Context: an optimization exercise on an open-source flow, tuned for small area. The choices shown serve that exercise and are no tape-out recipe. In this exercise RTL edits were held to simulation tests only and were not proved equivalent to the original. Power figures rest on the tool's default switching activity, not on a simulated workload.

==> flow/design.v, too long to show whole: its modules and the start of the top module <==
// module tv80_alu: 356 lines
// module tv80_mcode: 2184 lines
// module tv80_reg: 47 lines
// module tv80_core: 1211 lines
// module tv80s: 120 lines
module tv80s ( 
  m1_n, mreq_n, iorq_n, rd_n, wr_n, rfsh_n, halt_n, busak_n, A, dout, 
  reset_n, clk, wait_n, int_n, nmi_n, busrq_n, di
  );
  // ...
==> flow/flow/run.sh <==
#!/bin/bash
# Layout flow: the standard ORFS flow (standard.sh) with an area-oriented synthesis:
#  - ABC maps the combinational logic with flow/abc_area.script instead of ORFS's
#    delay-oriented script (no buffering or upsizing at synthesis),
#  - adders use a ripple-carry $lcu (flow/lcu_ripple.v) instead of Kogge-Stone,
#    and are left to ABC rather than mapped to full/half-adder cells.
# After synthesis: the standard flow's own steps, except port buffers of the smallest buffer cell,
# and clock-tree options from flow/cts_args (smaller clock buffers, no dummy loads).
# Flip-flop mapping and register names are the standard flow's own.
set -euo pipefail
W=$PWD
ABC_SCRIPT=$W/flow/abc_area.script

# ORFS synth.tcl with only the abc call's script replaced
sed 's#log_cmd abc {\*}$abc_args#log_cmd abc -script '"$ABC_SCRIPT"' {*}[lrange $abc_args 2 end]#' \
  "$FLOW_HOME/scripts/synth.tcl" > "$W/synth_area.tcl"
grep -q "abc -script $ABC_SCRIPT" "$W/synth_area.tcl"

# synth_recipe.tcl, sourcing the patched synth.tcl
sed 's#^source \$::env(SCRIPTS_DIR)/synth.tcl$#source '"$W"'/synth_area.tcl#' \
  "$W/synth_recipe.tcl" > "$W/synth_recipe_area.tcl"
grep -q "synth_area.tcl" "$W/synth_recipe_area.tcl"

# standard.sh, using the patched synthesis script and no adder-cell mapping
sed -e 's#SYNTH_SCRIPT=[^ ]*#SYNTH_SCRIPT='"$W"'/synth_recipe_area.tcl#' \
    -e 's#CLKGATE_MAP_FILE= #CLKGATE_MAP_FILE= ADDER_MAP_FILE= #' \
  "$W/standard.sh" > "$W/standard_area.sh"
grep -q "synth_recipe_area.tcl" "$W/standard_area.sh"
grep -q "ADDER_MAP_FILE= " "$W/standard_area.sh"

export SYNTH_OPERATIONS_ARGS="-extra-map $W/flow/lcu_ripple.v"
# input and output port buffers: the smallest buffer cell
export BUFFER_PORTS_ARGS="-buffer_cell sky130_fd_sc_hd__buf_1"
if [[ -f $W/flow/cts_args ]]; then
  export CTS_ARGS="$(cat $W/flow/cts_args)"
fi

bash "$W/standard_area.sh" ${ORFS_TARGETS:-finish} > "$W/flow_make.log" 2>&1
==> flow/flow/abc_area.script <==
&get -n
&st
&deepsyn -T 60 -I 4
&dch -f
&nf -a -F 8 -A 4 -R 1000
&put
==> flow/flow/cts_args <==
-sink_clustering_enable -repair_clock_nets -buf_list "sky130_fd_sc_hd__clkbuf_8" -sink_clustering_size 12 -sink_clustering_max_diameter 80 -dont_use_dummy_load
==> flow/flow/lcu_ripple.v <==
(* techmap_celltype = "$lcu" *)
module _80_lcu_ripple (P, G, CI, CO);
	parameter WIDTH = 2;

	(* force_downto *)
	input [WIDTH-1:0] P, G;
	input CI;

	(* force_downto *)
	output [WIDTH-1:0] CO;

	integer i;
	(* force_downto *)
	reg [WIDTH-1:0] g;

	wire [1023:0] _TECHMAP_DO_ = "proc; opt -fast";

	always @* begin
		g = G;
		g[0] = g[0] | (P[0] & CI);
		for (i = 1; i < WIDTH; i = i + 1)
			g[i] = g[i] | P[i] & g[i - 1];
	end

	assign CO = g;
endmodule
==> flow/standard.sh <==
#!/bin/bash
# synth_recipe.tcl (not shown) runs the flow's synth.tcl, then flattens the netlist and writes it again
# the make line also repeats each setting of config.mk as NAME=value (left out here)
make -C /OpenROAD-flow-scripts/flow DESIGN_CONFIG=/design/flow/config.mk WORK_HOME=/design/flow/orfs CLKGATE_MAP_FILE= SYNTH_SCRIPT=/design/flow/synth_recipe.tcl "${@:-finish}"
==> flow/config.mk <==
export PLATFORM = sky130hd
export DESIGN_NAME = tv80s
export DESIGN_NICKNAME = tv80s
export VERILOG_FILES = /design/flow/design.v
export SDC_FILE = /design/flow/constraint.sdc
export NUM_CORES = 4
export LEC_CHECK = 0
export CAP_MARGIN = 20
export CORE_MARGIN = 2
export CORE_UTILIZATION = 40
export GPL_TIMING_DRIVEN = 0
export SLEW_MARGIN = 10
==> flow/constraint.sdc <==
create_clock -name core_clock -period 14.0 [get_ports {clk}]
set_input_delay 2.8000 -clock core_clock [delete_from_list [all_inputs] [get_ports {clk}]]
set_output_delay 2.8000 -clock core_clock [all_outputs]
set_load 0.01 [all_outputs]
==> flow_metrics.tcl, run 1 <==
set metrics [dict create \
    final_cells 3793 \
    pg_comb_mw 3.36 \
    pg_clk_uw 619 \
    bufAreaShareNonClock_pct 4.21 \
    outcome "timing/DRC/antenna clean" \
    synth_compound_area_share_pct 30.9 \
    setup_ws_ns 1.06 \
    final_cell_area_um2 26900 \
    sh_seq_area_pct 34.8 \
    hold_slack_ns 0.446 \
    place_congestion 1.04 \
    port_buffers 45 \
    seq_area_um2 9380 \
    post_drt_via_cell_ratio 7.42 \
    synth.top_cell.area_share_pct 27.3 \
    synth_cell_types 66 \
    synthSimpleGateAreaFrac_pct 22.9 \
    hold_depth 2 \
    diodes 1 \
    power.total_mw 5.77 \
    grtUsageMet3_pct 13.0 \
    cp.depth 51 \
    r2r-start "i_tv80_core.IR[5]" \
    cts_max_level 2 \
    r2r_end "i_tv80_core.SP[15]" \
    place_area_um2 26300 \
    taps 773 \
    top_regs "i_tv80_core.i_reg.RegsH: 64 flops, i_tv80_core.i_reg.RegsL: 64 flops" \
    synth_top_family_by_area "compound AO/OA/AOI/OAI gates" \
    top_layer "met5" \
    synth_top_flop_cell "edfxtp_1" \
    postRouteAntennaNets 0 \
    start_util_pct 40.5 \
    drc 0 \
    grt_pass1_wl_mm 186 \
    placed_cells 3736 \
    leakage_nw 8.69 \
]
==> module tv80_alu, before the edit <==
module tv80_alu ( 
  Q, F_Out, 
  Arith16, Z16, ALU_Op, IR, ISet, BusA, BusB, F_In
  );
  parameter		Mode   = 0;
  parameter		Flag_C = 0;
  parameter		Flag_N = 1;
  parameter		Flag_P = 2;
  parameter		Flag_X = 3;
  parameter		Flag_H = 4;
  parameter		Flag_Y = 5;
  parameter		Flag_Z = 6;
  parameter		Flag_S = 7;
  input 		Arith16;
  input 		Z16;
  input [3:0]           ALU_Op ;
  input [5:0]           IR;
  input [1:0]           ISet;
  input [7:0]           BusA;
  input [7:0]           BusB;
  input [7:0]           F_In;
  output [7:0]          Q;
  output [7:0]          F_Out;
  reg [7:0]             Q;
  reg [7:0]             F_Out;
  function [4:0] AddSub4;
    input [3:0] A;
    input [3:0] B;
    input Sub;
    input Carry_In;
    begin
      AddSub4 = { 1'b0, A } + { 1'b0, (Sub)?~B:B } + Carry_In;
    end
  endfunction  
  function [3:0] AddSub3;
    input [2:0] A;
    input [2:0] B;
    input Sub;
    input Carry_In;
    begin
      AddSub3 = { 1'b0, A } + { 1'b0, (Sub)?~B:B } + Carry_In;
    end
  endfunction  
  function [1:0] AddSub1;
    input A;
    input B;
    input Sub;
    input Carry_In;
    begin
      AddSub1 = { 1'b0, A } + { 1'b0, (Sub)?~B:B } + Carry_In;
    end
  endfunction  
  reg UseCarry;
  reg Carry7_v;
  reg OverFlow_v;
  reg HalfCarry_v;
  reg Carry_v;
  reg [7:0] Q_v;
  reg [7:0] BitMask;
  always @( ALU_Op or BusA or BusB or F_In or IR)
    begin
      case (IR[5:3])
        3'b000 : BitMask = 8'b00000001;
        3'b001 : BitMask = 8'b00000010;
        3'b010 : BitMask = 8'b00000100; 
        3'b011 : BitMask = 8'b00001000; 
        3'b100 : BitMask = 8'b00010000; 
        3'b101 : BitMask = 8'b00100000; 
        3'b110 : BitMask = 8'b01000000; 
        default: BitMask = 8'b10000000; 
      endcase  
      UseCarry = ~ ALU_Op[2] && ALU_Op[0];
      { HalfCarry_v, Q_v[3:0] } = AddSub4(BusA[3:0], BusB[3:0], ALU_Op[1], ALU_Op[1] ^ (UseCarry && F_In[Flag_C]) );
      { Carry7_v, Q_v[6:4]  } = AddSub3(BusA[6:4], BusB[6:4], ALU_Op[1], HalfCarry_v);
      { Carry_v, Q_v[7] } = AddSub1(BusA[7], BusB[7], ALU_Op[1], Carry7_v);
      OverFlow_v = Carry_v ^ Carry7_v;
    end  
  reg [7:0] Q_t;
  reg [8:0] DAA_Q;
  always @ ( ALU_Op or Arith16 or BitMask or BusA or BusB
	    or Carry_v or F_In or HalfCarry_v or IR or ISet
	    or OverFlow_v or Q_v or Z16)
    begin
      Q_t = 8'h00;
      DAA_Q = 9'h000;
      F_Out = F_In;
      case (ALU_Op)
	4'b0000, 4'b0001,  4'b0010, 4'b0011, 4'b0100, 4'b0101, 4'b0110, 4'b0111 :
          begin
	    F_Out[Flag_N] = 1'b0;
	    F_Out[Flag_C] = 1'b0;
	    case (ALU_Op[2:0])
	      3'b000, 3'b001 :  
                begin
		  Q_t = Q_v;
		  F_Out[Flag_C] = Carry_v;
		  F_Out[Flag_H] = HalfCarry_v;
		  F_Out[Flag_P] = OverFlow_v;
                end
	      3'b010, 3'b011, 3'b111 :  
                begin
		  Q_t = Q_v;
		  F_Out[Flag_N] = 1'b1;
		  F_Out[Flag_C] = ~ Carry_v;
		  F_Out[Flag_H] = ~ HalfCarry_v;
		  F_Out[Flag_P] = OverFlow_v;
                end
	      3'b100 :  
                begin
		  Q_t[7:0] = BusA & BusB;
		  F_Out[Flag_H] = 1'b1;
                end
	      3'b101 :  
                begin
		  Q_t[7:0] = BusA ^ BusB;
		  F_Out[Flag_H] = 1'b0;
                end
	      default :  
                begin
		  Q_t[7:0] = BusA | BusB;
		  F_Out[Flag_H] = 1'b0;
                end
	    endcase  
	    if (ALU_Op[2:0] == 3'b111 ) 
              begin  
		F_Out[Flag_X] = BusB[3];
		F_Out[Flag_Y] = BusB[5];
	      end 
            else 
              begin
		F_Out[Flag_X] = Q_t[3];
		F_Out[Flag_Y] = Q_t[5];
	      end
	    if (Q_t[7:0] == 8'b00000000 ) 
              begin
		F_Out[Flag_Z] = 1'b1;
		if (Z16 == 1'b1 ) 
                  begin
		    F_Out[Flag_Z] = F_In[Flag_Z];	 
		  end
	      end 
            else 
              begin
		F_Out[Flag_Z] = 1'b0;
	      end  
	    F_Out[Flag_S] = Q_t[7];
	    case (ALU_Op[2:0])
	      3'b000, 3'b001, 3'b010, 3'b011, 3'b111 :  
                ;
	      default :
	        F_Out[Flag_P] = ~(^Q_t);                    
	    endcase  
	    if (Arith16 == 1'b1 ) 
              begin
		F_Out[Flag_S] = F_In[Flag_S];
		F_Out[Flag_Z] = F_In[Flag_Z];
		F_Out[Flag_P] = F_In[Flag_P];
	      end
          end  
	4'b1100 :
          begin
	    F_Out[Flag_H] = F_In[Flag_H];
	    F_Out[Flag_C] = F_In[Flag_C];
	    DAA_Q[7:0] = BusA;
	    DAA_Q[8] = 1'b0;
	    if (F_In[Flag_N] == 1'b0 ) 
              begin
		if (DAA_Q[3:0] > 9 || F_In[Flag_H] == 1'b1 ) 
                  begin
		    if ((DAA_Q[3:0] > 9) ) 
                      begin
			F_Out[Flag_H] = 1'b1;
		      end 
                    else 
                      begin
			F_Out[Flag_H] = 1'b0;
		      end
		    DAA_Q = DAA_Q + 6;
		  end  
		if (DAA_Q[8:4] > 9 || F_In[Flag_C] == 1'b1 ) 
                  begin
		    DAA_Q = DAA_Q + 96;  
		  end
	      end 
            else 
              begin
		if (DAA_Q[3:0] > 9 || F_In[Flag_H] == 1'b1 ) 
                  begin
		    if (DAA_Q[3:0] > 5 ) 
                      begin
			F_Out[Flag_H] = 1'b0;
		      end
		    DAA_Q[7:0] = DAA_Q[7:0] - 6;
		  end
		if (BusA > 153 || F_In[Flag_C] == 1'b1 ) 
                  begin
		    DAA_Q = DAA_Q - 352;  
		  end
	      end  
	    F_Out[Flag_X] = DAA_Q[3];
	    F_Out[Flag_Y] = DAA_Q[5];
	    F_Out[Flag_C] = F_In[Flag_C] || DAA_Q[8];
	    Q_t = DAA_Q[7:0];
	    if (DAA_Q[7:0] == 8'b00000000 ) 
              begin
		F_Out[Flag_Z] = 1'b1;
	      end 
            else 
              begin
		F_Out[Flag_Z] = 1'b0;
	      end
	    F_Out[Flag_S] = DAA_Q[7];
	    F_Out[Flag_P] = ~ (^DAA_Q);
          end  
	4'b1101, 4'b1110 :
          begin
	    Q_t[7:4] = BusA[7:4];
	    if (ALU_Op[0] == 1'b1 ) 
              begin
		Q_t[3:0] = BusB[7:4];
	      end 
            else 
              begin
		Q_t[3:0] = BusB[3:0];
	      end
	    F_Out[Flag_H] = 1'b0;
	    F_Out[Flag_N] = 1'b0;
	    F_Out[Flag_X] = Q_t[3];
	    F_Out[Flag_Y] = Q_t[5];
	    if (Q_t[7:0] == 8'b00000000 ) 
              begin
		F_Out[Flag_Z] = 1'b1;
	      end 
            else 
              begin
		F_Out[Flag_Z] = 1'b0;
	      end
	    F_Out[Flag_S] = Q_t[7];
            F_Out[Flag_P] = ~(^Q_t);
          end  
	4'b1001 :
          begin
	    Q_t[7:0] = BusB & BitMask;
	    F_Out[Flag_S] = Q_t[7];
	    if (Q_t[7:0] == 8'b00000000 ) 
              begin
		F_Out[Flag_Z] = 1'b1;
		F_Out[Flag_P] = 1'b1;
	      end 
            else 
              begin
		F_Out[Flag_Z] = 1'b0;
		F_Out[Flag_P] = 1'b0;
	      end
	    F_Out[Flag_H] = 1'b1;
	    F_Out[Flag_N] = 1'b0;
	    F_Out[Flag_X] = 1'b0;
	    F_Out[Flag_Y] = 1'b0;
	    if (IR[2:0] != 3'b110 ) 
              begin
		F_Out[Flag_X] = BusB[3];
		F_Out[Flag_Y] = BusB[5];
	      end
          end  
	4'b1010 :
	  Q_t[7:0] = BusB | BitMask;
	4'b1011 :
	  Q_t[7:0] = BusB & ~ BitMask;
	4'b1000 :
          begin
	    case (IR[5:3])
	      3'b000 :  
                begin
		  Q_t[7:1] = BusA[6:0];
		  Q_t[0] = BusA[7];
		  F_Out[Flag_C] = BusA[7];
                end
	      3'b010 :  
                begin
		  Q_t[7:1] = BusA[6:0];
		  Q_t[0] = F_In[Flag_C];
		  F_Out[Flag_C] = BusA[7];
                end
	      3'b001 :  
                begin
		  Q_t[6:0] = BusA[7:1];
		  Q_t[7] = BusA[0];
		  F_Out[Flag_C] = BusA[0];
                end
	      3'b011 :  
                begin                        
		  Q_t[6:0] = BusA[7:1];
		  Q_t[7] = F_In[Flag_C];
		  F_Out[Flag_C] = BusA[0];
                end
	      3'b100 :  
                begin
		  Q_t[7:1] = BusA[6:0];
		  Q_t[0] = 1'b0;
		  F_Out[Flag_C] = BusA[7];
                end
	      3'b110 :  
                begin
		  if (Mode == 3 ) 
                    begin
		      Q_t[7:4] = BusA[3:0];
		      Q_t[3:0] = BusA[7:4];
		      F_Out[Flag_C] = 1'b0;                            
		    end 
                  else 
                    begin
		      Q_t[7:1] = BusA[6:0];
		      Q_t[0] = 1'b1;
		      F_Out[Flag_C] = BusA[7];
		    end  
                end  
	      3'b101 :  
                begin
		  Q_t[6:0] = BusA[7:1];
		  Q_t[7] = BusA[7];
		  F_Out[Flag_C] = BusA[0];
                end
	      default :  
                begin
		  Q_t[6:0] = BusA[7:1];
		  Q_t[7] = 1'b0;
		  F_Out[Flag_C] = BusA[0];
                end
	    endcase  
	    F_Out[Flag_H] = 1'b0;
	    F_Out[Flag_N] = 1'b0;
	    F_Out[Flag_X] = Q_t[3];
	    F_Out[Flag_Y] = Q_t[5];
	    F_Out[Flag_S] = Q_t[7];
	    if (Q_t[7:0] == 8'b00000000 ) 
              begin
		F_Out[Flag_Z] = 1'b1;
	      end 
            else 
              begin
		F_Out[Flag_Z] = 1'b0;
	      end
            F_Out[Flag_P] = ~(^Q_t);
	    if (ISet == 2'b00 ) 
              begin
		F_Out[Flag_P] = F_In[Flag_P];
		F_Out[Flag_S] = F_In[Flag_S];
		F_Out[Flag_Z] = F_In[Flag_Z];
	      end
          end  
	default :
	  ;
      endcase  
      Q = Q_t;
    end  
endmodule  
==> inputs of run 2 (changes only) <==
--- a/flow/design.v
+++ b/flow/design.v
@@ -72,292 +72,218 @@
       UseCarry = ~ ALU_Op[2] && ALU_Op[0];
       { HalfCarry_v, Q_v[3:0] } = AddSub4(BusA[3:0], BusB[3:0], ALU_Op[1], ALU_Op[1] ^ (UseCarry && F_In[Flag_C]) );
       { Carry7_v, Q_v[6:4]  } = AddSub3(BusA[6:4], BusB[6:4], ALU_Op[1], HalfCarry_v);
       { Carry_v, Q_v[7] } = AddSub1(BusA[7], BusB[7], ALU_Op[1], Carry7_v);
       OverFlow_v = Carry_v ^ Carry7_v;
     end  
   reg [7:0] Q_t;
   reg [8:0] DAA_Q;
-  always @ ( ALU_Op or Arith16 or BitMask or BusA or BusB
-	    or Carry_v or F_In or HalfCarry_v or IR or ISet
-	    or OverFlow_v or Q_v or Z16)
+  reg       DAA_H;
+  always @ ( ALU_Op or BitMask or BusA or BusB
+	    or F_In or IR or Q_v)
     begin
       Q_t = 8'h00;
       DAA_Q = 9'h000;
+      DAA_H = F_In[Flag_H];
+      case (ALU_Op)
+	4'b0000, 4'b0001,  4'b0010, 4'b0011, 4'b0100, 4'b0101, 4'b0110, 4'b0111 :
+	  case (ALU_Op[2:0])
+	    3'b100 : Q_t = BusA & BusB;    
+	    3'b101 : Q_t = BusA ^ BusB;    
+	    3'b110 : Q_t = BusA | BusB;    
+	    default : Q_t = Q_v;           
+	  endcase
+	4'b1100 :
+          begin
+	    DAA_Q[7:0] = BusA;
+	    DAA_Q[8] = 1'b0;
+	    if (F_In[Flag_N] == 1'b0 )
+              begin
+		if (DAA_Q[3:0] > 9 || F_In[Flag_H] == 1'b1 )
+                  begin
+		    DAA_H = (DAA_Q[3:0] > 9);
+		    DAA_Q = DAA_Q + 6;
+		  end
+		if (DAA_Q[8:4] > 9 || F_In[Flag_C] == 1'b1 )
+                  begin
+		    DAA_Q = DAA_Q + 96;  
+		  end
+	      end
+            else
+              begin
+		if (DAA_Q[3:0] > 9 || F_In[Flag_H] == 1'b1 )
+                  begin
+		    if (DAA_Q[3:0] > 5 )
+                      begin
+			DAA_H = 1'b0;
+		      end
+		    DAA_Q[7:0] = DAA_Q[7:0] - 6;
+		  end
+		if (BusA > 153 || F_In[Flag_C] == 1'b1 )
+                  begin
+		    DAA_Q = DAA_Q - 352;  
+		  end
+	      end
+	    Q_t = DAA_Q[7:0];
+          end
+	4'b1101, 4'b1110 :
+          begin
+	    Q_t[7:4] = BusA[7:4];
+	    if (ALU_Op[0] == 1'b1 )
+	      Q_t[3:0] = BusB[7:4];
+	    else
+	      Q_t[3:0] = BusB[3:0];
+          end
+	4'b1001 :
+	  Q_t[7:0] = BusB & BitMask;
+	4'b1010 :
+	  Q_t[7:0] = BusB | BitMask;
+	4'b1011 :
+	  Q_t[7:0] = BusB & ~ BitMask;
+	4'b1000 :
+	  case (IR[5:3])
+	    3'b000 : Q_t = { BusA[6:0], BusA[7] };       
+	    3'b010 : Q_t = { BusA[6:0], F_In[Flag_C] };  
+	    3'b001 : Q_t = { BusA[0], BusA[7:1] };       
+	    3'b011 : Q_t = { F_In[Flag_C], BusA[7:1] };  
+	    3'b100 : Q_t = { BusA[6:0], 1'b0 };          
+	    3'b110 : Q_t = { BusA[6:0], 1'b1 };          
+	    3'b101 : Q_t = { BusA[7], BusA[7:1] };       
+	    default : Q_t = { 1'b0, BusA[7:1] };         
+	  endcase
+	default :
+	  ;
+      endcase
+      Q = Q_t;
+    end
+  wire Q_zero = (Q == 8'b00000000);
+  wire Q_par  = ~(^Q);
+  always @ ( ALU_Op or Arith16 or BusA or BusB or Carry_v
+	    or DAA_H or DAA_Q or F_In or HalfCarry_v or IR or ISet
+	    or OverFlow_v or Q or Q_par or Q_zero or Z16)
+    begin
       F_Out = F_In;
       case (ALU_Op)
 	4'b0000, 4'b0001,  4'b0010, 4'b0011, 4'b0100, 4'b0101, 4'b0110, 4'b0111 :
           begin
 	    F_Out[Flag_N] = 1'b0;
 	    F_Out[Flag_C] = 1'b0;
 	    case (ALU_Op[2:0])
 	      3'b000, 3'b001 :  
                 begin
-		  Q_t = Q_v;
 		  F_Out[Flag_C] = Carry_v;
 		  F_Out[Flag_H] = HalfCarry_v;
 		  F_Out[Flag_P] = OverFlow_v;
                 end
 	      3'b010, 3'b011, 3'b111 :  
                 begin
-		  Q_t = Q_v;
 		  F_Out[Flag_N] = 1'b1;
 		  F_Out[Flag_C] = ~ Carry_v;
 		  F_Out[Flag_H] = ~ HalfCarry_v;
 		  F_Out[Flag_P] = OverFlow_v;
                 end
 	      3'b100 :  
                 begin
-		  Q_t[7:0] = BusA & BusB;
 		  F_Out[Flag_H] = 1'b1;
-                end
-	      3'b101 :  
-                begin
-		  Q_t[7:0] = BusA ^ BusB;
-		  F_Out[Flag_H] = 1'b0;
+		  F_Out[Flag_P] = Q_par;
                 end
 	      default :  
                 begin
-		  Q_t[7:0] = BusA | BusB;
 		  F_Out[Flag_H] = 1'b0;
+		  F_Out[Flag_P] = Q_par;
                 end
-	    endcase  
-	    if (ALU_Op[2:0] == 3'b111 ) 
+	    endcase
+	    if (ALU_Op[2:0] == 3'b111 )
               begin  
 		F_Out[Flag_X] = BusB[3];
 		F_Out[Flag_Y] = BusB[5];
-	      end 
-            else 
+	      end
+            else
               begin
-		F_Out[Flag_X] = Q_t[3];
-		F_Out[Flag_Y] = Q_t[5];
+		F_Out[Flag_X] = Q[3];
+		F_Out[Flag_Y] = Q[5];
 	      end
-	    if (Q_t[7:0] == 8'b00000000 ) 
+	    if (Q_zero)
               begin
 		F_Out[Flag_Z] = 1'b1;
-		if (Z16 == 1'b1 ) 
-                  begin
-		    F_Out[Flag_Z] = F_In[Flag_Z];	 
-		  end
-	      end 
-            else 
-              begin
-		F_Out[Flag_Z] = 1'b0;
-	      end  
-	    F_Out[Flag_S] = Q_t[7];
-	    case (ALU_Op[2:0])
-	      3'b000, 3'b001, 3'b010, 3'b011, 3'b111 :  
-                ;
-	      default :
-	        F_Out[Flag_P] = ~(^Q_t);                    
-	    endcase  
-	    if (Arith16 == 1'b1 ) 
+		if (Z16 == 1'b1 )
+		  F_Out[Flag_Z] = F_In[Flag_Z];	 
+	      end
+            else
+	      F_Out[Flag_Z] = 1'b0;
+	    F_Out[Flag_S] = Q[7];
+	    if (Arith16 == 1'b1 )
               begin
 		F_Out[Flag_S] = F_In[Flag_S];
 		F_Out[Flag_Z] = F_In[Flag_Z];
 		F_Out[Flag_P] = F_In[Flag_P];
 	      end
-          end  
+          end
 	4'b1100 :
           begin
-	    F_Out[Flag_H] = F_In[Flag_H];
-	    F_Out[Flag_C] = F_In[Flag_C];
-	    DAA_Q[7:0] = BusA;
-	    DAA_Q[8] = 1'b0;
-	    if (F_In[Flag_N] == 1'b0 ) 
-              begin
-		if (DAA_Q[3:0] > 9 || F_In[Flag_H] == 1'b1 ) 
-                  begin
-		    if ((DAA_Q[3:0] > 9) ) 
-                      begin
-			F_Out[Flag_H] = 1'b1;
-		      end 
-                    else 
-                      begin
-			F_Out[Flag_H] = 1'b0;
-		      end
-		    DAA_Q = DAA_Q + 6;
-		  end  
-		if (DAA_Q[8:4] > 9 || F_In[Flag_C] == 1'b1 ) 
-                  begin
-		    DAA_Q = DAA_Q + 96;  
-		  end
-	      end 
-            else 
-              begin
-		if (DAA_Q[3:0] > 9 || F_In[Flag_H] == 1'b1 ) 
-                  begin
-		    if (DAA_Q[3:0] > 5 ) 
-                      begin
-			F_Out[Flag_H] = 1'b0;
-		      end
-		    DAA_Q[7:0] = DAA_Q[7:0] - 6;
-		  end
-		if (BusA > 153 || F_In[Flag_C] == 1'b1 ) 
-                  begin
-		    DAA_Q = DAA_Q - 352;  
-		  end
-	      end  
-	    F_Out[Flag_X] = DAA_Q[3];
-	    F_Out[Flag_Y] = DAA_Q[5];
+	    F_Out[Flag_H] = DAA_H;
+	    F_Out[Flag_X] = Q[3];
+	    F_Out[Flag_Y] = Q[5];
 	    F_Out[Flag_C] = F_In[Flag_C] || DAA_Q[8];
-	    Q_t = DAA_Q[7:0];
-	    if (DAA_Q[7:0] == 8'b00000000 ) 
-              begin
-		F_Out[Flag_Z] = 1'b1;
-	      end 
-            else 
-              begin
-		F_Out[Flag_Z] = 1'b0;
-	      end
-	    F_Out[Flag_S] = DAA_Q[7];
-	    F_Out[Flag_P] = ~ (^DAA_Q);
-          end  
+	    F_Out[Flag_Z] = Q_zero;
+	    F_Out[Flag_S] = Q[7];
+	    F_Out[Flag_P] = Q_par ^ DAA_Q[8];    
+          end
 	4'b1101, 4'b1110 :
           begin
-	    Q_t[7:4] = BusA[7:4];
-	    if (ALU_Op[0] == 1'b1 ) 
-              begin
-		Q_t[3:0] = BusB[7:4];
-	      end 
-            else 
-              begin
-		Q_t[3:0] = BusB[3:0];
-	      end
 	    F_Out[Flag_H] = 1'b0;
 	    F_Out[Flag_N] = 1'b0;
-	    F_Out[Flag_X] = Q_t[3];
-	    F_Out[Flag_Y] = Q_t[5];
-	    if (Q_t[7:0] == 8'b00000000 ) 
-              begin
-		F_Out[Flag_Z] = 1'b1;
-	      end 
-            else 
-              begin
-		F_Out[Flag_Z] = 1'b0;
-	      end
-	    F_Out[Flag_S] = Q_t[7];
-            F_Out[Flag_P] = ~(^Q_t);
-          end  
+	    F_Out[Flag_X] = Q[3];
+	    F_Out[Flag_Y] = Q[5];
+	    F_Out[Flag_Z] = Q_zero;
+	    F_Out[Flag_S] = Q[7];
+            F_Out[Flag_P] = Q_par;
+          end
 	4'b1001 :
           begin
-	    Q_t[7:0] = BusB & BitMask;
-	    F_Out[Flag_S] = Q_t[7];
-	    if (Q_t[7:0] == 8'b00000000 ) 
-              begin
-		F_Out[Flag_Z] = 1'b1;
-		F_Out[Flag_P] = 1'b1;
-	      end 
-            else 
-              begin
-		F_Out[Flag_Z] = 1'b0;
-		F_Out[Flag_P] = 1'b0;
-	      end
+	    F_Out[Flag_S] = Q[7];
+	    F_Out[Flag_Z] = Q_zero;
+	    F_Out[Flag_P] = Q_zero;
 	    F_Out[Flag_H] = 1'b1;
 	    F_Out[Flag_N] = 1'b0;
 	    F_Out[Flag_X] = 1'b0;
 	    F_Out[Flag_Y] = 1'b0;
-	    if (IR[2:0] != 3'b110 ) 
+	    if (IR[2:0] != 3'b110 )
               begin
 		F_Out[Flag_X] = BusB[3];
 		F_Out[Flag_Y] = BusB[5];
 	      end
-          end  
-	4'b1010 :
-	  Q_t[7:0] = BusB | BitMask;
-	4'b1011 :
-	  Q_t[7:0] = BusB & ~ BitMask;
+          end
 	4'b1000 :
           begin
 	    case (IR[5:3])
-	      3'b000 :  
-                begin
-		  Q_t[7:1] = BusA[6:0];
-		  Q_t[0] = BusA[7];
-		  F_Out[Flag_C] = BusA[7];
-                end
-	      3'b010 :  
-                begin
-		  Q_t[7:1] = BusA[6:0];
-		  Q_t[0] = F_In[Flag_C];
-		  F_Out[Flag_C] = BusA[7];
-                end
-	      3'b001 :  
-                begin
-		  Q_t[6:0] = BusA[7:1];
-		  Q_t[7] = BusA[0];
-		  F_Out[Flag_C] = BusA[0];
-                end
-	      3'b011 :  
-                begin                        
-		  Q_t[6:0] = BusA[7:1];
-		  Q_t[7] = F_In[Flag_C];
-		  F_Out[Flag_C] = BusA[0];
-                end
-	      3'b100 :  
-                begin
-		  Q_t[7:1] = BusA[6:0];
-		  Q_t[0] = 1'b0;
-		  F_Out[Flag_C] = BusA[7];
-                end
-	      3'b110 :  
-                begin
-		  if (Mode == 3 ) 
-                    begin
-		      Q_t[7:4] = BusA[3:0];
-		      Q_t[3:0] = BusA[7:4];
-		      F_Out[Flag_C] = 1'b0;                            
-		    end 
-                  else 
-                    begin
-		      Q_t[7:1] = BusA[6:0];
-		      Q_t[0] = 1'b1;
-		      F_Out[Flag_C] = BusA[7];
-		    end  
-                end  
-	      3'b101 :  
-                begin
-		  Q_t[6:0] = BusA[7:1];
-		  Q_t[7] = BusA[7];
-		  F_Out[Flag_C] = BusA[0];
-                end
-	      default :  
-                begin
-		  Q_t[6:0] = BusA[7:1];
-		  Q_t[7] = 1'b0;
-		  F_Out[Flag_C] = BusA[0];
-                end
-	    endcase  
+	      3'b000, 3'b010, 3'b100, 3'b110 :  
+		F_Out[Flag_C] = BusA[7];
+	      default :                         
+		F_Out[Flag_C] = BusA[0];
+	    endcase
 	    F_Out[Flag_H] = 1'b0;
 	    F_Out[Flag_N] = 1'b0;
-	    F_Out[Flag_X] = Q_t[3];
-	    F_Out[Flag_Y] = Q_t[5];
-	    F_Out[Flag_S] = Q_t[7];
-	    if (Q_t[7:0] == 8'b00000000 ) 
-              begin
-		F_Out[Flag_Z] = 1'b1;
-	      end 
-            else 
-              begin
-		F_Out[Flag_Z] = 1'b0;
-	      end
-            F_Out[Flag_P] = ~(^Q_t);
-	    if (ISet == 2'b00 ) 
+	    F_Out[Flag_X] = Q[3];
+	    F_Out[Flag_Y] = Q[5];
+	    F_Out[Flag_S] = Q[7];
+	    F_Out[Flag_Z] = Q_zero;
+            F_Out[Flag_P] = Q_par;
+	    if (ISet == 2'b00 )
               begin
 		F_Out[Flag_P] = F_In[Flag_P];
 		F_Out[Flag_S] = F_In[Flag_S];
 		F_Out[Flag_Z] = F_In[Flag_Z];
 	      end
-          end  
+          end
 	default :
 	  ;
-      endcase  
-      Q = Q_t;
-    end  
+      endcase
+    end
 endmodule  
 module tv80_mcode 
   ( 
   MCycles, TStates, Prefix, Inc_PC, Inc_WZ, IncDec_16, Read_To_Reg, 
   Read_To_Acc, Set_BusA_To, Set_BusB_To, ALU_Op, Save_ALU, PreserveC, 
   Arith16, Set_Addr_To, IORQ, Jump, JumpE, JumpXY, Call, RstP, LDZ, 
   LDW, LDSPHL, Special_LD, ExchangeDH, ExchangeRp, ExchangeAF, 
   ExchangeRS, I_DJNZ, I_CPL, I_CCF, I_SCF, I_RETN, I_BT, I_BC, I_BTR, 
@@ -3059,37 +2985,37 @@
                                   ;  
                                 end
                             endcase  
                           end  
                       Save_ALU_r <= Save_ALU;
                       ALU_Op_r <= ALU_Op;
                       if (I_CPL == 1'b1 ) 
                         begin
-                          ACC <= ~ ACC;
-                          F[Flag_Y] <= ~ ACC[5];
-                          F[Flag_H] <= 1'b1;
-                          F[Flag_X] <= ~ ACC[3];
-                          F[Flag_N] <= 1'b1;
+                          ;  
+                          ;  
+                          ;  
+                          ;  
+                          ;  
                         end
                       if (I_CCF == 1'b1 ) 
                         begin
-                          F[Flag_C] <= ~ F[Flag_C];
-                          F[Flag_Y] <= ACC[5];
-                          F[Flag_H] <= F[Flag_C];
-                          F[Flag_X] <= ACC[3];
-                          F[Flag_N] <= 1'b0;
+                          ;  
+                          ;  
+                          ;  
+                          ;  
+                          ;  
                         end
                       if (I_SCF == 1'b1 ) 
                         begin
-                          F[Flag_C] <= 1'b1;
-                          F[Flag_Y] <= ACC[5];
-                          F[Flag_H] <= 1'b0;
-                          F[Flag_X] <= ACC[3];
-                          F[Flag_N] <= 1'b0;
+                          ;  
+                          ;  
+                          ;  
+                          ;  
+                          ;  
                         end
                     end  
                   if (tstate[2] && wait_n == 1'b1 ) 
                     begin
                       if (ISet == 2'b01 && mcycle[6] ) 
                         begin
                           IR <= dinst;
                         end
@@ -3102,170 +3028,170 @@
                           ;  
                         end
                       if (BTR_r == 1'b1 ) 
                         begin
                           ;  
                         end
                       if (RstP == 1'b1 ) 
                         begin
-                          TmpAddr <= { 10'h0, IR[5:3], 3'h0 };
+                          ;  
                         end
                     end
                   if (tstate[3] && mcycle[5] ) 
                     begin
-                      TmpAddr <= SP16;
+                      ;  
                     end
                   if ((tstate[2] && wait_n == 1'b1) || (tstate[4] && mcycle[0]) ) 
                     begin
                       if (IncDec_16[2:0] == 3'b111 ) 
                         begin
-                          SP <= SP16;
+                          ;  
                         end
                     end
                   if (LDSPHL == 1'b1 ) 
                     begin
-                      SP <= RegBusC;
+                      ;  
                     end
                   if (ExchangeAF == 1'b1 ) 
                     begin
                       Ap <= ACC;
-                      ACC <= Ap;
+                      ;  
                       Fp <= F;
-                      F <= Fp;
+                      ;  
                     end
                   if (ExchangeRS == 1'b1 ) 
                     begin
                       Alternate <= ~ Alternate;
                     end
                 end  
               if (tstate[3] ) 
                 begin
                   if (LDZ == 1'b1 ) 
                     begin
-                      TmpAddr[7:0] <= DI_Reg;
+                      ;  
                     end
                   if (LDW == 1'b1 ) 
                     begin
-                      TmpAddr[15:8] <= DI_Reg;
+                      ;  
                     end
                   if (Special_LD[2] == 1'b1 ) 
                     begin
                       case (Special_LD[1:0])
                         2'b00 :
                           begin
-                            ACC <= I;
-                            F[Flag_P] <= IntE_FF2;
+                            ;  
+                            ;  
                           end
                         2'b01 :
                           begin
-                            ACC <= R;
-                            F[Flag_P] <= IntE_FF2;
+                            ;  
+                            ;  
                           end
                         2'b10 :
                           I <= ACC;
                         default :
                           R <= ACC;
                       endcase
                     end
                 end  
               if ((I_DJNZ == 1'b0 && Save_ALU_r == 1'b1) || ALU_Op_r == 4'b1001 ) 
                 begin
                   if (Mode == 3 ) 
                     begin
-                      F[6] <= F_Out[6];
-                      F[5] <= F_Out[5];
-                      F[7] <= F_Out[7];
+                      ;  
+                      ;  
+                      ;  
                       if (PreserveC_r == 1'b0 ) 
                         begin
-                          F[4] <= F_Out[4];
+                          ;  
                         end
                     end 
                   else 
                     begin
-                      F[7:1] <= F_Out[7:1];
+                      ;  
                       if (PreserveC_r == 1'b0 ) 
                         begin
-                          F[Flag_C] <= F_Out[0];
+                          ;  
                         end
                     end
                 end  
               if (T_Res == 1'b1 && I_INRC == 1'b1 ) 
                 begin
-                  F[Flag_H] <= 1'b0;
-                  F[Flag_N] <= 1'b0;
+                  ;  
+                  ;  
                   if (DI_Reg[7:0] == 8'b00000000 ) 
                     begin
-                      F[Flag_Z] <= 1'b1;
+                      ;  
                     end 
                   else 
                     begin
-                      F[Flag_Z] <= 1'b0;
+                      ;  
                     end
-                  F[Flag_S] <= DI_Reg[7];
-                  F[Flag_P] <= ~ (^DI_Reg[7:0]);
+                  ;  
+                  ;  
                 end  
               if (tstate[1] && Auto_Wait_t1 == 1'b0 ) 
                 begin
-                  dout <= BusB;
+                  ;  
                   if (I_RLD == 1'b1 ) 
                     begin
-                      dout[3:0] <= BusA[3:0];
-                      dout[7:4] <= BusB[3:0];
+                      ;  
+                      ;  
                     end
                   if (I_RRD == 1'b1 ) 
                     begin
-                      dout[3:0] <= BusB[7:4];
-                      dout[7:4] <= BusA[3:0];
+                      ;  
+                      ;  
                     end
                 end
               if (T_Res == 1'b1 ) 
                 begin
                   Read_To_Reg_r[3:0] <= Set_BusA_To;
                   Read_To_Reg_r[4] <= Read_To_Reg;
                   if (Read_To_Acc == 1'b1 ) 
                     begin
                       Read_To_Reg_r[3:0] <= 4'b0111;
                       Read_To_Reg_r[4] <= 1'b1;
                     end
                 end
               if (tstate[1] && I_BT == 1'b1 ) 
                 begin
-                  F[Flag_X] <= ALU_Q[3];
-                  F[Flag_Y] <= ALU_Q[1];
-                  F[Flag_H] <= 1'b0;
-                  F[Flag_N] <= 1'b0;
+                  ;  
+                  ;  
+                  ;  
+                  ;  
                 end
               if (I_BC == 1'b1 || I_BT == 1'b1 ) 
                 begin
-                  F[Flag_P] <= IncDecZ;
+                  ;  
                 end
               if ((tstate[1] && Save_ALU_r == 1'b0 && Auto_Wait_t1 == 1'b0) ||
                   (Save_ALU_r == 1'b1 && ALU_Op_r != 4'b0111) ) 
                 begin
                   case (Read_To_Reg_r)
                     5'b10111 :
-                      ACC <= Save_Mux;
+                      ;  
                     5'b10110 :
-                      dout <= Save_Mux;
+                      ;  
                     5'b11000 :
-                      SP[7:0] <= Save_Mux;
+                      ;  
                     5'b11001 :
-                      SP[15:8] <= Save_Mux;
+                      ;  
                     5'b11011 :
-                      F <= Save_Mux;
+                      ;  
                   endcase
                 end  
             end  
         end  
       if (reset_n == 1'b0 )
         begin
           ;  
           ;  
-          TmpAddr <= 0;
+          ;  
           IR <= 8'b00000000;
           ISet <= 2'b00;
           XY_State <= 2'b00;
           IStatus <= 2'b00;
           mcycles <= 3'b000;
           I <= 0;
           R <= 0;
           Alternate <= 1'b0;
@@ -3274,89 +3200,219 @@
           BTR_r <= 1'b0;
           Z16_r <= 1'b0;
           ALU_Op_r <= 4'b0000;
           Save_ALU_r <= 1'b0;
           PreserveC_r <= 1'b0;
           XY_Ind <= 1'b0;
         end 
     end
-  reg [15:0] JumpTarget;
-  reg        JumpTarget_v;
-  reg [15:0] AddrSel;
-  always @*
+  wire       M1_Early = mcycle[0] && (tstate[1] | tstate[2] | tstate[3]);
+  wire       T2_Go    = tstate[2] && wait_n == 1'b1;
+  wire       A_Rfsh   = ClkEn && M1_Early && T2_Go;              
+  wire       A_TRes   = ClkEn && !M1_Early && T_Res == 1'b1;     
+  wire       J_Jump = Jump == 1'b1;
+  wire       J_XY   = !J_Jump && JumpXY == 1'b1;
+  wire       J_Call = !J_Jump && !JumpXY && (Call == 1'b1 || RstP == 1'b1);
+  wire       J_NMI  = !J_Jump && !JumpXY && !(Call || RstP) && last_mcycle && NMICycle == 1'b1;
+  wire       J_IM2  = !J_Jump && !JumpXY && !(Call || RstP) && !(last_mcycle && NMICycle) &&
+                      mcycle[2] && IntCycle == 1'b1 && IStatus == 2'b10;
+  wire       J_Any  = J_Jump | J_XY | J_Call | J_NMI | J_IM2;
+  wire       S_Def  = !J_Any;
+  wire       S_RBC  = S_Def && (Set_Addr_To == aBC || Set_Addr_To == aDE ||
+                                (Set_Addr_To == aXY && XY_State == 2'b00));
+  wire       S_PC   = S_Def && (Set_Addr_To == 3'b011 || Set_Addr_To == aNone ||
+                                (Set_Addr_To == aXY && XY_State != 2'b00 && NextIs_XY_Fetch == 1'b1));
+  wire       S_Tmp  = S_Def && Set_Addr_To == aXY && XY_State != 2'b00 && NextIs_XY_Fetch == 1'b0;
+  wire       S_IOA  = S_Def && Set_Addr_To == aIOA;
+  wire       S_SP   = S_Def && Set_Addr_To == aSP;
+  wire       S_ZI1  = S_Def && Set_Addr_To == aZI && Inc_WZ == 1'b1;
+  wire       S_ZI0  = S_Def && Set_Addr_To == aZI && Inc_WZ == 1'b0;
+  wire [15:0] TmpAddr_1 = TmpAddr + 1;
+  wire [7:0] JT_H = ({8{J_Jump}} & DI_Reg) | ({8{J_XY}} & RegBusC[15:8]) |
+                    ({8{J_Call}} & TmpAddr[15:8]) | ({8{J_IM2}} & I);
+  wire [7:0] JT_L = ({8{J_Jump | J_Call | J_IM2}} & TmpAddr[7:0]) | ({8{J_XY}} & RegBusC[7:0]) |
+                    ({8{J_NMI}} & 8'b01100110);
+  wire [7:0] AT_H = JT_H | ({8{S_RBC}} & RegBusC[15:8]) | ({8{S_PC}} & PC[15:8]) |
+                    ({8{S_Tmp}} & TmpAddr[15:8]) | ({8{S_IOA}} & ACC) | ({8{S_SP}} & SP[15:8]) |
+                    ({8{S_ZI1}} & TmpAddr_1[15:8]) | ({8{S_ZI0}} & DI_Reg);
+  wire [7:0] AT_L = JT_L | ({8{S_RBC}} & RegBusC[7:0]) | ({8{S_PC}} & PC[7:0]) |
+                    ({8{S_Tmp | S_ZI0}} & TmpAddr[7:0]) | ({8{S_IOA}} & DI_Reg) | ({8{S_SP}} & SP[7:0]) |
+                    ({8{S_ZI1}} & TmpAddr_1[7:0]);
+  wire       PC_Inc = ClkEn && ((M1_Early && T2_Go && Jump == 1'b0 && Call == 1'b0 && NMICycle == 1'b0 &&
+                                 IntCycle == 1'b0 && ~(Halt_FF == 1'b1 || Halt == 1'b1)) ||
+                                (!M1_Early && T2_Go && (JumpE == 1'b1 || Inc_PC == 1'b1 || BTR_r == 1'b1)));
+  wire       PC_Jmp = A_TRes && J_Any;
+  always @ (posedge clk)
     begin
-      JumpTarget_v = 1'b1;
-      if (Jump == 1'b1)
-        JumpTarget = { DI_Reg, TmpAddr[7:0] };
-      else if (JumpXY == 1'b1)
-        JumpTarget = RegBusC;
-      else if (Call == 1'b1 || RstP == 1'b1)
-        JumpTarget = TmpAddr;
-      else if (last_mcycle && NMICycle == 1'b1)
-        JumpTarget = 16'b0000000001100110;
-      else
+      if (A_Rfsh)
+        A <= { I, R };
+      else if (A_TRes)
+        A <= { AT_H, AT_L };
+      if (PC_Inc)
+        PC <= PC16;
+      else if (PC_Jmp)
+        PC <= { JT_H, JT_L };
+      if (reset_n == 1'b0)
         begin
-          JumpTarget = { I, TmpAddr[7:0] };
-          JumpTarget_v = mcycle[2] && IntCycle == 1'b1 && IStatus == 2'b10;
+          PC <= 0;
+          A <= 0;
         end
-      case (Set_Addr_To)
-        aXY :
-          if (XY_State == 2'b00)
-            AddrSel = RegBusC;
-          else if (NextIs_XY_Fetch == 1'b1)
-            AddrSel = PC;
-          else
-            AddrSel = TmpAddr;
-        aIOA :
-          AddrSel = { ACC, DI_Reg };
-        aSP :
-          AddrSel = SP;
-        aBC, aDE :
-          AddrSel = RegBusC;
-        aZI :
-          if (Inc_WZ == 1'b1)
-            AddrSel = TmpAddr + 1;
-          else
-            AddrSel = { DI_Reg, TmpAddr[7:0] };
-        default :
-          AddrSel = PC;
-      endcase
     end
+  wire       Reg_Wr_Cond = (tstate[1] && Save_ALU_r == 1'b0 && Auto_Wait_t1 == 1'b0) ||
+                           (Save_ALU_r == 1'b1 && ALU_Op_r != 4'b0111);
+  wire       SP_Byte_L = Reg_Wr_Cond && Read_To_Reg_r == 5'b11000;
+  wire       SP_Byte_H = Reg_Wr_Cond && Read_To_Reg_r == 5'b11001;
+  wire       SP_HL     = !M1_Early && LDSPHL == 1'b1;
+  wire       SP_IncDec = !M1_Early && !(LDSPHL == 1'b1) &&
+                         (T2_Go || (tstate[4] && mcycle[0])) && IncDec_16[2:0] == 3'b111;
+  wire [7:0] SP_n_L = ({8{SP_Byte_L}} & Save_Mux) | ({8{!SP_Byte_L && SP_HL}} & RegBusC[7:0]) |
+                      ({8{!SP_Byte_L && SP_IncDec}} & SP16[7:0]);
+  wire [7:0] SP_n_H = ({8{SP_Byte_H}} & Save_Mux) | ({8{!SP_Byte_H && SP_HL}} & RegBusC[15:8]) |
+                      ({8{!SP_Byte_H && SP_IncDec}} & SP16[15:8]);
+  wire       Tmp_Z   = tstate[3] && LDZ == 1'b1;
+  wire       Tmp_W   = tstate[3] && LDW == 1'b1;
+  wire       Tmp_SP  = !M1_Early && tstate[3] && mcycle[5];
+  wire       Tmp_Rst = !M1_Early && T2_Go && RstP == 1'b1;
+  wire [7:0] Tmp_n_L = ({8{Tmp_Z}} & DI_Reg) | ({8{!Tmp_Z && Tmp_SP}} & SP16[7:0]) |
+                       ({8{!Tmp_Z && Tmp_Rst}} & { 2'b00, IR[5:3], 3'b000 });
+  wire [7:0] Tmp_n_H = ({8{Tmp_W}} & DI_Reg) | ({8{!Tmp_W && Tmp_SP}} & SP16[15:8]);
+  wire       Dout_Save = Reg_Wr_Cond && Read_To_Reg_r == 5'b10110;
+  wire       Dout_Bus  = tstate[1] && Auto_Wait_t1 == 1'b0;
+  wire       Dout_RRD  = !Dout_Save && I_RRD == 1'b1;
+  wire       Dout_RLD  = !Dout_Save && I_RRD == 1'b0 && I_RLD == 1'b1;
+  wire       Dout_B    = !Dout_Save && I_RRD == 1'b0 && I_RLD == 1'b0;
+  wire [7:0] Dout_n    = ({8{Dout_Save}} & Save_Mux) |
+                         ({8{Dout_RRD}} & { BusA[3:0], BusB[7:4] }) |
+                         ({8{Dout_RLD}} & { BusB[3:0], BusA[3:0] }) |
+                         ({8{Dout_B}} & BusB);
+  wire [15:0] BB = 16'b1 << Set_BusB_To;
+  wire [15:0] BA = 16'b1 << Set_BusA_To;
+  wire [7:0] BusB_n = ({8{BB[7]}} & ACC) | ({8{BB[0] | BB[2] | BB[4]}} & RegBusB[15:8]) |
+                      ({8{BB[1] | BB[3] | BB[5]}} & RegBusB[7:0]) | ({8{BB[6]}} & DI_Reg) |
+                      ({8{BB[8]}} & SP[7:0]) | ({8{BB[9]}} & SP[15:8]) | { 7'b0000000, BB[10] } |
+                      ({8{BB[11]}} & F) | ({8{BB[12]}} & PC[7:0]) | ({8{BB[13]}} & PC[15:8]);
+  wire       BusA_Ld = Set_BusA_To[3] == 1'b0 || Set_BusA_To[2:0] == 3'b000 ||
+                       Set_BusA_To[2:0] == 3'b001 || Set_BusA_To[2:0] == 3'b010;
+  wire [7:0] BusA_n = ({8{BA[7]}} & ACC) | ({8{BA[0] | BA[2] | BA[4]}} & RegBusA[15:8]) |
+                      ({8{BA[1] | BA[3] | BA[5]}} & RegBusA[7:0]) | ({8{BA[6]}} & DI_Reg) |
+                      ({8{BA[8]}} & SP[7:0]) | ({8{BA[9]}} & SP[15:8]);
   always @ (posedge clk)
     begin
       if (ClkEn == 1'b1)
         begin
-          if (mcycle[0] && (tstate[1] | tstate[2] | tstate[3]))
-            begin
-              if (tstate[2] && wait_n == 1'b1)
-                begin
-                  A <= { I, R };
-                  if (Jump == 1'b0 && Call == 1'b0 && NMICycle == 1'b0 && IntCycle == 1'b0 && ~ (Halt_FF == 1'b1 || Halt == 1'b1) )
-                    PC <= PC16;
-                end
-            end
-          else
-            begin
-              if (T_Res == 1'b1)
-                begin
-                  A <= JumpTarget_v ? JumpTarget : AddrSel;
-                  if (JumpTarget_v)
-                    PC <= JumpTarget;
-                end
-              if (tstate[2] && wait_n == 1'b1 && (JumpE == 1'b1 || Inc_PC == 1'b1 || BTR_r == 1'b1))
-                PC <= PC16;
-            end
+          if (SP_Byte_L || SP_HL || SP_IncDec)
+            SP[7:0] <= SP_n_L;
+          if (SP_Byte_H || SP_HL || SP_IncDec)
+            SP[15:8] <= SP_n_H;
+          if (Tmp_Z || Tmp_SP || Tmp_Rst)
+            TmpAddr[7:0] <= Tmp_n_L;
+          if (Tmp_W || Tmp_SP || Tmp_Rst)
+            TmpAddr[15:8] <= Tmp_n_H;
+          if (Dout_Save || Dout_Bus)
+            dout <= Dout_n;
+          BusB <= BusB_n;
+          if (BusA_Ld)
+            BusA <= BusA_n;
         end
       if (reset_n == 1'b0)
-        begin
-          PC <= 0;
-          A <= 0;
-        end
+        TmpAddr <= 0;
     end
+  wire       F_CPL  = !M1_Early && T_Res == 1'b1 && I_CPL == 1'b1;
+  wire       F_CCF  = !M1_Early && T_Res == 1'b1 && I_CCF == 1'b1;
+  wire       F_SCF  = !M1_Early && T_Res == 1'b1 && I_SCF == 1'b1;
+  wire       F_XAF  = !M1_Early && ExchangeAF == 1'b1;
+  wire       F_LDIR = tstate[3] && Special_LD[2] == 1'b1 && Special_LD[1] == 1'b0;
+  wire       F_ALU  = (I_DJNZ == 1'b0 && Save_ALU_r == 1'b1) || ALU_Op_r == 4'b1001;
+  wire       F_ALUC = F_ALU && PreserveC_r == 1'b0;
+  wire       F_INRC = T_Res == 1'b1 && I_INRC == 1'b1;
+  wire       F_BT   = tstate[1] && I_BT == 1'b1;
+  wire       F_BC   = I_BC == 1'b1 || I_BT == 1'b1;
+  wire       F_Save = Reg_Wr_Cond && Read_To_Reg_r == 5'b11011;
+  wire       DI_Zero = DI_Reg == 8'b00000000;
+  wire       DI_Par  = ~(^DI_Reg);
+  wire       F_En_0 = F_Save || F_ALUC || F_XAF || F_SCF || F_CCF;
+  wire       F_n_0  = (F_Save && Save_Mux[0]) ||
+                      (F_ALUC && !F_Save && F_Out[0]) ||
+                      (F_XAF && !F_Save && !F_ALUC && Fp[0]) ||
+                      (F_SCF && !F_Save && !F_ALUC && !F_XAF && 1'b1) ||
+                      (F_CCF && !F_Save && !F_ALUC && !F_XAF && !F_SCF && ~F[0]);
+  wire       F_En_1 = F_Save || F_BT || F_INRC || F_ALU || F_XAF || F_SCF || F_CCF || F_CPL;
+  wire       F_n_1  = (F_Save && Save_Mux[1]) ||
+                      (F_BT && !F_Save && 1'b0) ||
+                      (F_INRC && !F_Save && !F_BT && 1'b0) ||
+                      (F_ALU && !F_Save && !F_BT && !F_INRC && F_Out[1]) ||
+                      (F_XAF && !F_Save && !F_BT && !F_INRC && !F_ALU && Fp[1]) ||
+                      (F_SCF && !F_Save && !F_BT && !F_INRC && !F_ALU && !F_XAF && 1'b0) ||
+                      (F_CCF && !F_Save && !F_BT && !F_INRC && !F_ALU && !F_XAF && !F_SCF && 1'b0) ||
+                      (F_CPL && !F_Save && !F_BT && !F_INRC && !F_ALU && !F_XAF && !F_SCF && !F_CCF && 1'b1);
+  wire       F_En_2 = F_Save || F_BC || F_INRC || F_ALU || F_LDIR || F_XAF;
+  wire       F_n_2  = (F_Save && Save_Mux[2]) ||
+                      (F_BC && !F_Save && IncDecZ) ||
+                      (F_INRC && !F_Save && !F_BC && DI_Par) ||
+                      (F_ALU && !F_Save && !F_BC && !F_INRC && F_Out[2]) ||
+                      (F_LDIR && !F_Save && !F_BC && !F_INRC && !F_ALU && IntE_FF2) ||
+                      (F_XAF && !F_Save && !F_BC && !F_INRC && !F_ALU && !F_LDIR && Fp[2]);
+  wire       F_En_3 = F_Save || F_BT || F_ALU || F_XAF || F_SCF || F_CCF || F_CPL;
+  wire       F_n_3  = (F_Save && Save_Mux[3]) ||
+                      (F_BT && !F_Save && ALU_Q[3]) ||
+                      (F_ALU && !F_Save && !F_BT && F_Out[3]) ||
+                      (F_XAF && !F_Save && !F_BT && !F_ALU && Fp[3]) ||
+                      (F_SCF && !F_Save && !F_BT && !F_ALU && !F_XAF && ACC[3]) ||
+                      (F_CCF && !F_Save && !F_BT && !F_ALU && !F_XAF && !F_SCF && ACC[3]) ||
+                      (F_CPL && !F_Save && !F_BT && !F_ALU && !F_XAF && !F_SCF && !F_CCF && ~ACC[3]);
+  wire       F_En_4 = F_Save || F_BT || F_INRC || F_ALU || F_XAF || F_SCF || F_CCF || F_CPL;
+  wire       F_n_4  = (F_Save && Save_Mux[4]) ||
+                      (F_BT && !F_Save && 1'b0) ||
+                      (F_INRC && !F_Save && !F_BT && 1'b0) ||
+                      (F_ALU && !F_Save && !F_BT && !F_INRC && F_Out[4]) ||
+                      (F_XAF && !F_Save && !F_BT && !F_INRC && !F_ALU && Fp[4]) ||
+                      (F_SCF && !F_Save && !F_BT && !F_INRC && !F_ALU && !F_XAF && 1'b0) ||
+                      (F_CCF && !F_Save && !F_BT && !F_INRC && !F_ALU && !F_XAF && !F_SCF && F[0]) ||
+                      (F_CPL && !F_Save && !F_BT && !F_INRC && !F_ALU && !F_XAF && !F_SCF && !F_CCF && 1'b1);
+  wire       F_En_5 = F_Save || F_BT || F_ALU || F_XAF || F_SCF || F_CCF || F_CPL;
+  wire       F_n_5  = (F_Save && Save_Mux[5]) ||
+                      (F_BT && !F_Save && ALU_Q[1]) ||
+                      (F_ALU && !F_Save && !F_BT && F_Out[5]) ||
+                      (F_XAF && !F_Save && !F_BT && !F_ALU && Fp[5]) ||
+                      (F_SCF && !F_Save && !F_BT && !F_ALU && !F_XAF && ACC[5]) ||
+                      (F_CCF && !F_Save && !F_BT && !F_ALU && !F_XAF && !F_SCF && ACC[5]) ||
+                      (F_CPL && !F_Save && !F_BT && !F_ALU && !F_XAF && !F_SCF && !F_CCF && ~ACC[5]);
+  wire       F_En_6 = F_Save || F_INRC || F_ALU || F_XAF;
+  wire       F_n_6  = (F_Save && Save_Mux[6]) ||
+                      (F_INRC && !F_Save && DI_Zero) ||
+                      (F_ALU && !F_Save && !F_INRC && F_Out[6]) ||
+                      (F_XAF && !F_Save && !F_INRC && !F_ALU && Fp[6]);
+  wire       F_En_7 = F_Save || F_INRC || F_ALU || F_XAF;
+  wire       F_n_7  = (F_Save && Save_Mux[7]) ||
+                      (F_INRC && !F_Save && DI_Reg[7]) ||
+                      (F_ALU && !F_Save && !F_INRC && F_Out[7]) ||
+                      (F_XAF && !F_Save && !F_INRC && !F_ALU && Fp[7]);
+  wire       ACC_Save = Reg_Wr_Cond && Read_To_Reg_r == 5'b10111;
+  wire       ACC_I    = tstate[3] && Special_LD == 3'b100;
+  wire       ACC_R    = tstate[3] && Special_LD == 3'b101;
+  wire [7:0] ACC_n = ({8{ACC_Save}} & Save_Mux) |
+                     ({8{!ACC_Save && ACC_I}} & I) |
+                     ({8{!ACC_Save && ACC_R}} & R) |
+                     ({8{!ACC_Save && !ACC_I && !ACC_R && F_XAF}} & Ap) |
+                     ({8{!ACC_Save && !ACC_I && !ACC_R && !F_XAF && F_CPL}} & ~ACC);
+  always @ (posedge clk)
+    if (ClkEn == 1'b1)
+      begin
+        if (F_En_0) F[0] <= F_n_0;
+        if (F_En_1) F[1] <= F_n_1;
+        if (F_En_2) F[2] <= F_n_2;
+        if (F_En_3) F[3] <= F_n_3;
+        if (F_En_4) F[4] <= F_n_4;
+        if (F_En_5) F[5] <= F_n_5;
+        if (F_En_6) F[6] <= F_n_6;
+        if (F_En_7) F[7] <= F_n_7;
+        if (ACC_Save || ACC_I || ACC_R || F_XAF || F_CPL)
+          ACC <= ACC_n;
+      end
   always @ (posedge clk)
     begin
       if (ClkEn == 1'b1 ) 
         begin
           RegAddrA_r <=  { Alternate, Set_BusA_To[2:1] };
           if (XY_Ind == 1'b0 && XY_State != 2'b00 && Set_BusA_To[2:1] == 2'b10 ) 
             begin
               RegAddrA_r <= { XY_State[1],  2'b11 };
@@ -3485,69 +3541,69 @@
      .DOCL                 (RegBusC[7:0])
      );
   always @ (posedge clk)
     begin
       if (ClkEn == 1'b1 ) 
         begin
           case (Set_BusB_To)
             4'b0111 :
-              BusB <= ACC;
+              ;  
             4'b0000 , 4'b0001 , 4'b0010 , 4'b0011 , 4'b0100 , 4'b0101 :
               begin
                 if (Set_BusB_To[0] == 1'b1 ) 
                   begin
-                    BusB <= RegBusB[7:0];
+                    ;  
                   end 
                 else 
                   begin
-                    BusB <= RegBusB[15:8];
+                    ;  
                   end
               end
             4'b0110 :
-              BusB <= DI_Reg;
+              ;  
             4'b1000 :
-              BusB <= SP[7:0];
+              ;  
             4'b1001 :
-              BusB <= SP[15:8];
+              ;  
             4'b1010 :
-              BusB <= 8'b00000001;
+              ;  
             4'b1011 :
-              BusB <= F;
+              ;  
             4'b1100 :
-              BusB <= PC[7:0];
+              ;  
             4'b1101 :
-              BusB <= PC[15:8];
+              ;  
             4'b1110 :
-              BusB <= 8'b00000000;
+              ;  
             default :
-              BusB <= 8'h00;
+              ;  
           endcase
           case (Set_BusA_To)
             4'b0111 :
-              BusA <= ACC;
+              ;  
             4'b0000 , 4'b0001 , 4'b0010 , 4'b0011 , 4'b0100 , 4'b0101 :
               begin
                 if (Set_BusA_To[0] == 1'b1 )
                   begin
-                    BusA <= RegBusA[7:0];
+                    ;  
                   end 
                 else 
                   begin
-                    BusA <= RegBusA[15:8];
+                    ;  
                   end
               end
             4'b0110 :
-              BusA <= DI_Reg;
+              ;  
             4'b1000 :
-              BusA <= SP[7:0];
+              ;  
             4'b1001 :
-              BusA <= SP[15:8];
+              ;  
             4'b1010 :
-              BusA <= 8'b00000000;
+              ;  
             default :
               ;
           endcase
         end
     end
   always @ (posedge clk)
     begin
       if (reset_n == 1'b0 ) 
==> run 2 against run 1 <==
Compared with the run above:
- clock-buffer cell count up 1
- non-clock buffer count down 11
- power down 22%
- sequential share of layout area up 1.5 points
- register-to-register slack worse by 0.20 ns
- setup slack worse by 0.20 ns
- global-route usage up 0.47 points
- via count down 5.0%
- first-iteration DRC count down 1.7%
- worst hold slack worse by 0.00054 ns
- critical path type unchanged
==> flow_metrics.tcl, run 2 <==
set metrics [dict create \
    finalSetupViolCount 0 \
    synth_seq_cells 359 \
    top_regs "i_tv80_core.i_reg.RegsH: 64 flops, i_tv80_core.i_reg.RegsL: 64 flops" \
    globalRouteOverflowTotal 0 \
    holdBufCountCts 0 \
    avgSynthCellArea_um2 8.61 \
    p_per_area_nw_per_um2 175 \
    die_w_um 244 \
    cts_tree "done" \
    synth_common_cells "370 x nand2_1, 299 x nor2_1, 218 x edfxtp_1" \
    muxShareOfSynthArea_pct 0.494 \
    peakVddDrop_mv 0.106 \
    crit_fanout 18 \
    grt_max_degree 56 \
    fmax_mhz 76.1 \
    setup_ws_ns 0.860 \
    grt_use_total_pct 41.0 \
    start_util_pct 40.6 \
    worstPathArrival_ns 13.50 \
    synth_top_flop_cell "edfxtp_1" \
    grt_pass1_wl_mm 178 \
    cpPeakStageDelay_ns 1.29 \
    synth_adder_area_share_pct 0.391 \
    routed_wl_mm 126 \
    clock_sinks 359 \
    start_kind "flip-flop" \
    synth_area_leader_cell "edfxtp_1" \
    drive_gt1_share_pct 6.38 \
    synth_xor_area_share_pct 3.72 \
    rrSetupSlack_ns 0.86 \
    synth-edff-count 218 \
    post_drt_wl_per_cell_um 35.1 \
    post_cts_buffers 0 \
    port_buffers 45 \
    tightest_slew_ns 1.48 \
    clockBufferDepth 3 \
    syn_area_um2 23100 \
    drv_cap 0 \
    synthCells 2676 \
    place_congestion 1.05 \
    cpLargestDelayFamily "simple AND/OR/NAND/NOR gates" \
    antenna_found_initial 5 \
    holdCritPathClass "reg -> reg" \
    dpl.hpwl_mm 93.7 \
    slew_headroom_pct 0.935 \
    p_sw_share_pct 49.7 \
    final_cell_mix "370 x nand2_1, 283 x nor2_1, 218 x edfxtp_1, 182 x o21ai_0, 171 x a21oi_1" \
    setup_tns_ns 0 \
    postRouteAntennaNets 0 \
    synthArstFlopShare_pct 0 \
    syn_nets 2690 \
    synth_cell_types 65 \
    synth_compound_area_share_pct 30.2 \
    insertion_delay_ns 0.69 \
    finClkSkew_ns 0.130 \
    leakage_nw 8.44 \
    drt-initial-drc-count 5012 \
    clkSlewWorstSetupHoldPaths_ns 0.08 \
    synth_most_common_cell "nand2_1" \
    r2r_cells 48 \
    synthSimpleGateAreaFrac_pct 23.9 \
    io_pins 46 \
    post_cts_resized 0 \
    dp_slack_ns 1.74 \
    worstSetupPathType "reg -> reg" \
    core_um2 56700 \
    finalHoldViolations 0 \
    numCtsBuffers 38 \
    crit_path_end_kind "flip-flop" \
    vias 26726 \
    p_switching_mw 2.25 \
    ys_seq_area_share_pct 40.6 \
    layout_commonest_cell "nand2_1" \
    finalCriticalPeriod_ns 13.14 \
    crit_top_cell "nand2_1" \
    die_h_um 244 \
    layout.nets 2854 \
    cp.depth 48 \
    synth.top_cell.area_share_pct 28.4 \
    finalMaxSlewViolations 0 \
    root_buffer "clkbuf_8" \
    required_ns 14.36 \
    seqPwrFrac_pct 33.5 \
    synthToLayoutAreaGrowth_pct 11.9 \
    slowest_stage "nor3b_1" \
    p_int_mw 2.27 \
    p_comb_share_pct 52.7 \
    synth_top_family_by_area "compound AO/OA/AOI/OAI gates" \
    rows 87 \
    synth_area_leaders "edfxtp_1 28%, dfxtp_1 12%, nand2_1 6.0%" \
    grt_pass1_vias 24716 \
    hold_depth 2 \
    yosys_warnings 5 \
    die_area_um2 59600 \
    drt_first_pass_iters 10 \
    rsz0062_at_grt "false" \
    outcome "timing/DRC/antenna clean" \
    timing.final.crit_share_pct 93.9 \
    power_frac_clock_pct 13.8 \
    post_drt_via_cell_ratio 7.43 \
    path_buf_inv 2 \
    drc 0 \
    cts_max_level 2 \
]
## run 2: final timing paths
kind	startpoint	end
setup reg to reg	i_tv80_core.IR[0]	i_tv80_core.IncDecZ
setup / recovery	i_tv80_core.IR[0]	i_tv80_core.IncDecZ
hold reg to reg	i_tv80_core.A[1]	i_tv80_core.A[1]
hold / removal	i_tv80_core.A[1]	i_tv80_core.A[1]
## run 2: tightest hold or removal path: cells and delay by family (launching register included)
| family | cells | cell delay (ns) |
|---|---|---|
| simple gates | 2 | 0.10 |
| flops | 1 | 0.31 |
## run 2: layout make-up
class / count / area (um2)
antenna: 1 / 2.50
clock buffer: 38 / 523
fill: 5576 / 30900
inverter: 45 / 171
multi-input combinational: 2272 / 13800
sequential: 359 / 9380
tap: 756 / 946
timing repair buffer: 124 / 1000
## run 2: metal layers
metal	vias to the layer above	track usage, %	routed length [um]
li1	11082	-	-
met1	12888	54.1	48300
met2	2256	60.4	52200
met3	496	13.9	18200
met4	4	19.1	7310
met5	-	0	23
## run 2: power by group through the flow
stage	logic (mW)	clock network [mW]	registers, mW
after floorplan	1.35	0	1.42
after global placement	2.11	0	1.53
after detailed placement	2.25	0	1.52
after CTS	2.26	0.621	1.50
after global routing	2.47	0.662	1.51
final	2.38	0.625	1.51
## run 2: logic make-up after synthesis
group | Yosys count
DFF | 359
and+or+nand+nor | 1174
adders and majority gates | 9
buffers and inverters | 45
xor gates and xnor gates | 98
muxes | 11
AOI/OAI and AO/OA | 980
## run 2: per-stage QoR
step | hold WS (ns) | cell area (um2) | instances | utilization (%) | total power, mW
floorplan | 0.444 | 23100 | 2676 | - | 2.77
global placement | 0.432 | 24200 | 3477 | 42.6 | 3.63
detailed placement | 0.437 | 25200 | 3548 | 44.5 | 3.77
CTS | 0.449 | 25700 | 3586 | 45.4 | 4.38
global route | 0.473 | 25800 | 3595 | 45.5 | 4.65
finish | 0.445 | 25800 | 3595 | 45.5 | 4.52

## separate check: timing with driven ports
The results above use ideal ports. As a check the final layouts listed here were re-extracted and re-timed, cells and wires unchanged.
Step 1 sets driving cells, clkbuf_16 on the clock port and buf_2 on the other inputs (assumed; they add their load-dependent delay and slew).
Step 2 moves the port delays by t, midway between the first and last clock arrival at a register: inputs arrive t later, outputs are due t later. That takes back most of the time a late clock gives input paths.
Slacks: no drivers / after step 1 / after step 2; pairs: no drivers / after step 1.
run	shift t [ns]	setup slack, ns	latest minus earliest clock arrival (ns)
run 1	0.669	1.063 / 1.063 / 1.063	0.122 / 0.123
run 2	0.688	0.860 / 0.860 / 0.860	0.130 / 0.130
After both steps every run listed still meets setup and hold.
